What follows belongs to an exercise in optimizing a design on an open flow for small area and a short achievable clock period; a production flow would make more cautious choices.
Where RTL was checked, it was by simulation tests only, not by an equivalence proof against the original.

== blue ==
// matrix_multiplier
module matrix_multiplier (
    input clk,
    input reset,
    input start,
    input [7:0] in,
    output reg [15:0] o,
    output reg done
);
    reg [4:0] cnt;
    wire busy = cnt != 5'd0;
    wire [7:0] in_n = ~in;    
    reg [7:0] r0 [0:2];
    reg [7:0] r1 [0:2];
    reg [7:0] r2 [0:2];
    wire load_b0 = cnt >= 5'd10 && cnt <= 5'd12;
    wire load_b1 = cnt >= 5'd13 && cnt <= 5'd15;
    wire load_b2 = cnt >= 5'd16 && cnt <= 5'd18;
    always @(posedge clk) begin
        r0[0] <= load_b0 ? in_n : r0[2];
        r1[0] <= load_b1 ? in_n : r1[2];
        r2[0] <= load_b2 ? in_n : r2[2];
        r0[1] <= r0[0]; r0[2] <= r0[1];
        r1[1] <= r1[0]; r1[2] <= r1[1];
        r2[1] <= r2[0]; r2[2] <= r2[1];
    end
    reg [7:0] a0 [0:2];
    always @(posedge clk)
        if (cnt == 5'd1 || cnt == 5'd4 || cnt == 5'd7 || cnt == 5'd20 || cnt == 5'd23) begin
            a0[0] <= a0[1]; a0[1] <= a0[2]; a0[2] <= in_n;
        end
    reg [7:0] a1 [0:2];
    always @(posedge clk)
        if (cnt == 5'd2 || cnt == 5'd5 || cnt == 5'd8 || cnt == 5'd21 || cnt == 5'd24) begin
            a1[0] <= a1[1]; a1[1] <= a1[2]; a1[2] <= in_n;
        end
    reg [7:0] a2 [0:2];
    always @(posedge clk)
        if (cnt == 5'd3 || cnt == 5'd6 || cnt == 5'd9 || cnt == 5'd22 || cnt == 5'd25) begin
            a2[0] <= a2[1]; a2[1] <= a2[2]; a2[2] <= in_n;
        end
    wire [7:0] ha0 = a0[0];           
    wire [7:0] b0 = r0[1];            
    wire [7:0] ha1 = a1[0];           
    wire [7:0] b1 = r1[2];            
    wire [7:0] ha2 = a2[0];           
    wire [7:0] b2 = r2[0];            
    reg a1e_next;
    always @(posedge clk) a1e_next <= cnt == 5'd20 || cnt == 5'd23;
    wire ha1e = a1e_next ? a1[1][7] : a1[0][7];
    wire b1e = r1[1][0];
    wire s0_1 = ~(ha0[0] | b0[6]) ^ ~(ha0[1] | b0[5]);
  ...
export LEC_CHECK = 0
export CAP_MARGIN = 20
export CORE_MARGIN = 2
export CORE_UTILIZATION = 40
export CTS_BUF_LIST = sky130_fd_sc_hd__clkbuf_8
export CTS_CLUSTER_DIAMETER = 60
export CTS_CLUSTER_SIZE = 20
export SLEW_MARGIN = 20
export SYNTH_HIERARCHICAL = 1
export SYNTH_MINIMUM_KEEP_SIZE = 0
create_clock -name core_clock -period 8.0 [get_ports {clk}]
standard.sh (not shown) runs the stock make flow with config.mk's settings and CLKGATE_MAP_FILE= SYNTH_SCRIPT=/design/flow/synth_recipe.tcl, a recipe that flattens the netlist after the stock synthesis.
==> flow/flow/run.sh <==
#!/bin/bash
# The standard layout flow with these changes in how the layout is made (the
# clock period and the constraints stay the design's): the ports are buffered
# with buf_2 cells, and clock tree synthesis adds no dummy loads. The make
# output goes to standard.log; each ORFS step keeps its own log under orfs/logs.
set -euo pipefail
bash standard.sh SETUP_SLACK_MARGIN=5 \
    "BUFFER_PORTS_ARGS=-buffer_cell sky130_fd_sc_hd__buf_2" \
    "CTS_ARGS=-sink_clustering_enable -repair_clock_nets -dont_use_dummy_load -buf_list sky130_fd_sc_hd__clkbuf_8 -sink_clustering_size 20 -sink_clustering_max_diameter 60" \
    finish > standard.log 2>&1
Every stage of the flow completed for blue, and the final layout passed the timing, design-rule and antenna checks.
The following lists how red was set up differently from blue:
--- a/flow/design.v
+++ b/flow/design.v
@@ -296,15 +296,16 @@
     fadd u_s1_129 (s1_100, s1_101, s1_73, s1_129, s1_130);
     wire s1_131, s1_132;
     fadd u_s1_131 (s1_102, s1_103, s1_77, s1_131, s1_132);
     wire s1_133, s1_134;
     fadd u_s1_133 (s1_104, s1_105, ~(ha1[7] | b1[6]), s1_133, s1_134);
     wire s1_135, s1_136;
     fadd u_s1_135 (s1_106, s1_107, ~(ha1[7] | b1[7]), s1_135, s1_136);
-    reg q1_s0, q1_c0, q1_s1, q1_c1, q1_s2, q1_c2, q1_s3, q1_c3, q1_s4, q1_c4, q1_s5, q1_c5, q1_s6, q1_c6, q1_s7, q1_c7, q1_s8, q1_c8, q1_s9, q1_c9, q1_s10, q1_c10, q1_s11, q1_c11, q1_s12, q1_c12, q1_s13, q1_c13, q1_s14, q1_c14, q1_s15, q1_c15;
+    wire s1_137 = s1_136 ^ s1_108;
+    reg q1_s0, q1_c0, q1_s1, q1_c1, q1_s2, q1_c2, q1_s3, q1_c3, q1_s4, q1_c4, q1_s5, q1_c5, q1_s6, q1_c6, q1_s7, q1_c7, q1_s8, q1_c8, q1_s9, q1_c9, q1_s10, q1_c10, q1_s11, q1_c11, q1_s12, q1_c12, q1_s13, q1_c13, q1_s14, q1_c14, q1_s15;
     always @(posedge clk) begin
         q1_s0 <= q0_s0;
         q1_c0 <= ~(ha1[0] | b1[0]);
         q1_s1 <= s1_109;
         q1_c1 <= ~(ha1[1] | b1[0]);
         q1_s2 <= s1_110;
         q1_c2 <= s1_111;
@@ -328,16 +329,15 @@
         q1_c11 <= s1_129;
         q1_s12 <= s1_130;
         q1_c12 <= s1_131;
         q1_s13 <= s1_132;
         q1_c13 <= s1_133;
         q1_s14 <= s1_134;
         q1_c14 <= s1_135;
-        q1_s15 <= s1_136;
-        q1_c15 <= s1_108;
+        q1_s15 <= s1_137;
     end
     wire s2_1 = q1_s4 ^ q1_c4;
     wire s2_2 = q1_s4 & q1_c4;
     wire s2_3, s2_4;
     fadd u_s2_3 (q1_s5, q1_c5, ~(ha2[0] | b2[5]), s2_3, s2_4);
     wire s2_5 = ~(ha2[1] | b2[4]) ^ ~(ha2[2] | b2[3]);
     wire s2_6 = ~(ha2[1] | b2[4]) & ~(ha2[2] | b2[3]);
@@ -469,17 +469,17 @@
     fadd u_s2_131 (s2_100, s2_101, s2_73, s2_131, s2_132);
     wire s2_133, s2_134;
     fadd u_s2_133 (s2_102, s2_103, s2_77, s2_133, s2_134);
     wire s2_135, s2_136;
     fadd u_s2_135 (s2_104, s2_105, ~(ha2[7] | b2[6]), s2_135, s2_136);
     wire s2_137, s2_138;
     fadd u_s2_137 (s2_106, s2_107, ~(ha2[7] | b2[7]), s2_137, s2_138);
-    wire s2_139, s2_140;
-    fadd u_s2_139 (s2_108, q1_s15, q1_c15, s2_139, s2_140);
-    reg q2_s0, q2_c0, q2_s1, q2_c1, q2_s2, q2_c2, q2_s3, q2_c3, q2_s4, q2_c4, q2_s5, q2_c5, q2_s6, q2_c6, q2_s7, q2_c7, q2_s8, q2_c8, q2_s9, q2_c9, q2_s10, q2_c10, q2_s11, q2_c11, q2_s12, q2_c12, q2_s13, q2_c13, q2_s14, q2_c14, q2_s15, q2_c15, q2_x7;
+    wire s2_139 = s2_108 ^ q1_s15;
+    wire s2_140 = s2_138 ^ s2_139;
+    reg q2_s0, q2_c0, q2_s1, q2_c1, q2_s2, q2_c2, q2_s3, q2_c3, q2_s4, q2_c4, q2_s5, q2_c5, q2_s6, q2_c6, q2_s7, q2_c7, q2_s8, q2_c8, q2_s9, q2_c9, q2_s10, q2_c10, q2_s11, q2_c11, q2_s12, q2_c12, q2_s13, q2_c13, q2_s14, q2_c14, q2_s15, q2_x7;
     always @(posedge clk) begin
         q2_s0 <= s2_109;
         q2_c0 <= ~(ha2[0] | b2[0]);
         q2_s1 <= s2_110;
         q2_c1 <= s2_111;
         q2_s2 <= s2_112;
         q2_c2 <= s2_113;
@@ -503,20 +503,19 @@
         q2_c11 <= s2_131;
         q2_s12 <= s2_132;
         q2_c12 <= s2_133;
         q2_s13 <= s2_134;
         q2_c13 <= s2_135;
         q2_s14 <= s2_136;
         q2_c14 <= s2_137;
-        q2_s15 <= s2_138;
-        q2_c15 <= s2_139;
+        q2_s15 <= s2_140;
         q2_x7 <= ~(ha2[7] | b2[0]);
     end
     wire [15:0] sum_s = {q2_s15, q2_s14, q2_s13, q2_s12, q2_s11, q2_s10, q2_s9, q2_s8, q2_s7, q2_s6, q2_s5, q2_s4, q2_s3, q2_s2, q2_s1, q2_s0};
-    wire [15:0] sum_c = {q2_c15, q2_c14, q2_c13, q2_c12, q2_c11, q2_c10, q2_c9, q2_c8, q2_c7, q2_c6, q2_c5, q2_c4, q2_c3, q2_c2, q2_c1, q2_c0};
+    wire [15:0] sum_c = {1'b0, q2_c14, q2_c13, q2_c12, q2_c11, q2_c10, q2_c9, q2_c8, q2_c7, q2_c6, q2_c5, q2_c4, q2_c3, q2_c2, q2_c1, q2_c0};
     wire [15:0] sum = sum_s + sum_c + {8'd0, q2_x7, 7'd0};
     wire valid = cnt >= 5'd21 && cnt <= 5'd29;
     always @(posedge clk or posedge reset) begin
         if (reset) begin
             cnt  <= 5'd0;
             o    <= 16'd0;
             done <= 1'b0;
==> results.txt <==
Diff blue and red: horizontal extent of the die higher in blue. Sort blue and red by core utilization desc -> top: blue. Compared with blue, red ends up with a smaller final cell area. From blue to red the numbers moved as follows: wire length now sits lower, flip-flop and latch area went down by 0.66%.

========
Starting RTL as in the previous note.
clock: 8.0 ns
lec_check: 0
cap_margin: 20
core_margin: 2
core_utilization: 40
cts_buf_list: sky130_fd_sc_hd__clkbuf_8
cts_cluster_diameter: 60
cts_cluster_size: 20
slew_margin: 20
synth_hierarchical: 1
synth_minimum_keep_size: 0
==> flow/flow/run.sh <==
#!/bin/bash
# The standard layout flow with one change in how the layout is made (the
# clock period and the constraints stay the design's): the ports are buffered
# with buf_2 cells. The make output goes to standard.log; each ORFS step keeps
# its own log under orfs/logs.
set -euo pipefail
bash standard.sh SETUP_SLACK_MARGIN=5 \
    "BUFFER_PORTS_ARGS=-buffer_cell sky130_fd_sc_hd__buf_2" finish > standard.log 2>&1
The starting point completed without violations.
Next try:
--- a/flow/design.v
+++ b/flow/design.v
@@ -37,22 +37,21 @@
     always @(posedge clk)
         if (cnt == 5'd3 || cnt == 5'd6 || cnt == 5'd9 || cnt == 5'd22 || cnt == 5'd25) begin
             a2[0] <= a2[1]; a2[1] <= a2[2]; a2[2] <= in_n;
         end
     wire [7:0] ha0 = a0[0];           
     wire [7:0] b0 = r0[1];            
     wire [7:0] ha1 = a1[0];           
     wire [7:0] b1 = r1[2];            
     wire [7:0] ha2 = a2[0];           
     wire [7:0] b2 = r2[0];            
-    reg a1e_next;
-    always @(posedge clk) a1e_next <= cnt == 5'd20 || cnt == 5'd23;
+    wire a1e_next = cnt == 5'd21 || cnt == 5'd24;
     wire ha1e = a1e_next ? a1[1][7] : a1[0][7];
     wire b1e = r1[1][0];
     wire s0_1 = ~(ha0[0] | b0[6]) ^ ~(ha0[1] | b0[5]);
     wire s0_2 = ~(ha0[0] | b0[6]) & ~(ha0[1] | b0[5]);
     wire s0_3, s0_4;
     fadd u_s0_3 (~(ha0[0] | b0[7]), ~(ha0[1] | b0[6]), ~(ha0[2] | b0[5]), s0_3, s0_4);
     wire s0_5, s0_6;
     fadd u_s0_5 (~(ha0[3] | b0[4]), ~(ha0[4] | b0[3]), ~(ha0[5] | b0[2]), s0_5, s0_6);
     wire s0_7, s0_8;
     fadd u_s0_7 (~(ha0[1] | b0[7]), ~(ha0[2] | b0[6]), ~(ha0[3] | b0[5]), s0_7, s0_8);
Result: The new run completed without violations; synthesized area falls by 0.35%; final cell count is unchanged; maximum frequency falls by 1.2%; utilization barely changes; setup slack got worse by 35 ps.
No functional check of the RTL was part of the second run of this note.

re-timing with driven ports:
In the flow no input, the clock included, has a driving cell. The finished layouts below were timed again as built, in two steps.
Step 1 assumes that a clkbuf_16 drives the clock port and a buf_2 every other input.
Step 2, shift: input delay + t, output delay - t, t = (earliest + latest rising clock arrival at the registers) / 2. This alone moves slack from input paths to output paths.
Three values: ideal ports, drivers, drivers and shift; two values: the first two.
run	shift t [ns]	slack for setup (ns)	cell pins on the clock port's net
blue	0.558	5.156 / 5.156 / 5.156	1
red	0.554	5.184 / 5.184 / 5.184	1
the first run of note 2	0.581	5.201 / 5.201 / 5.201	1
the second run of note 2	0.573	5.167 / 5.167 / 5.167	1
After both steps every run listed still meets setup and hold.
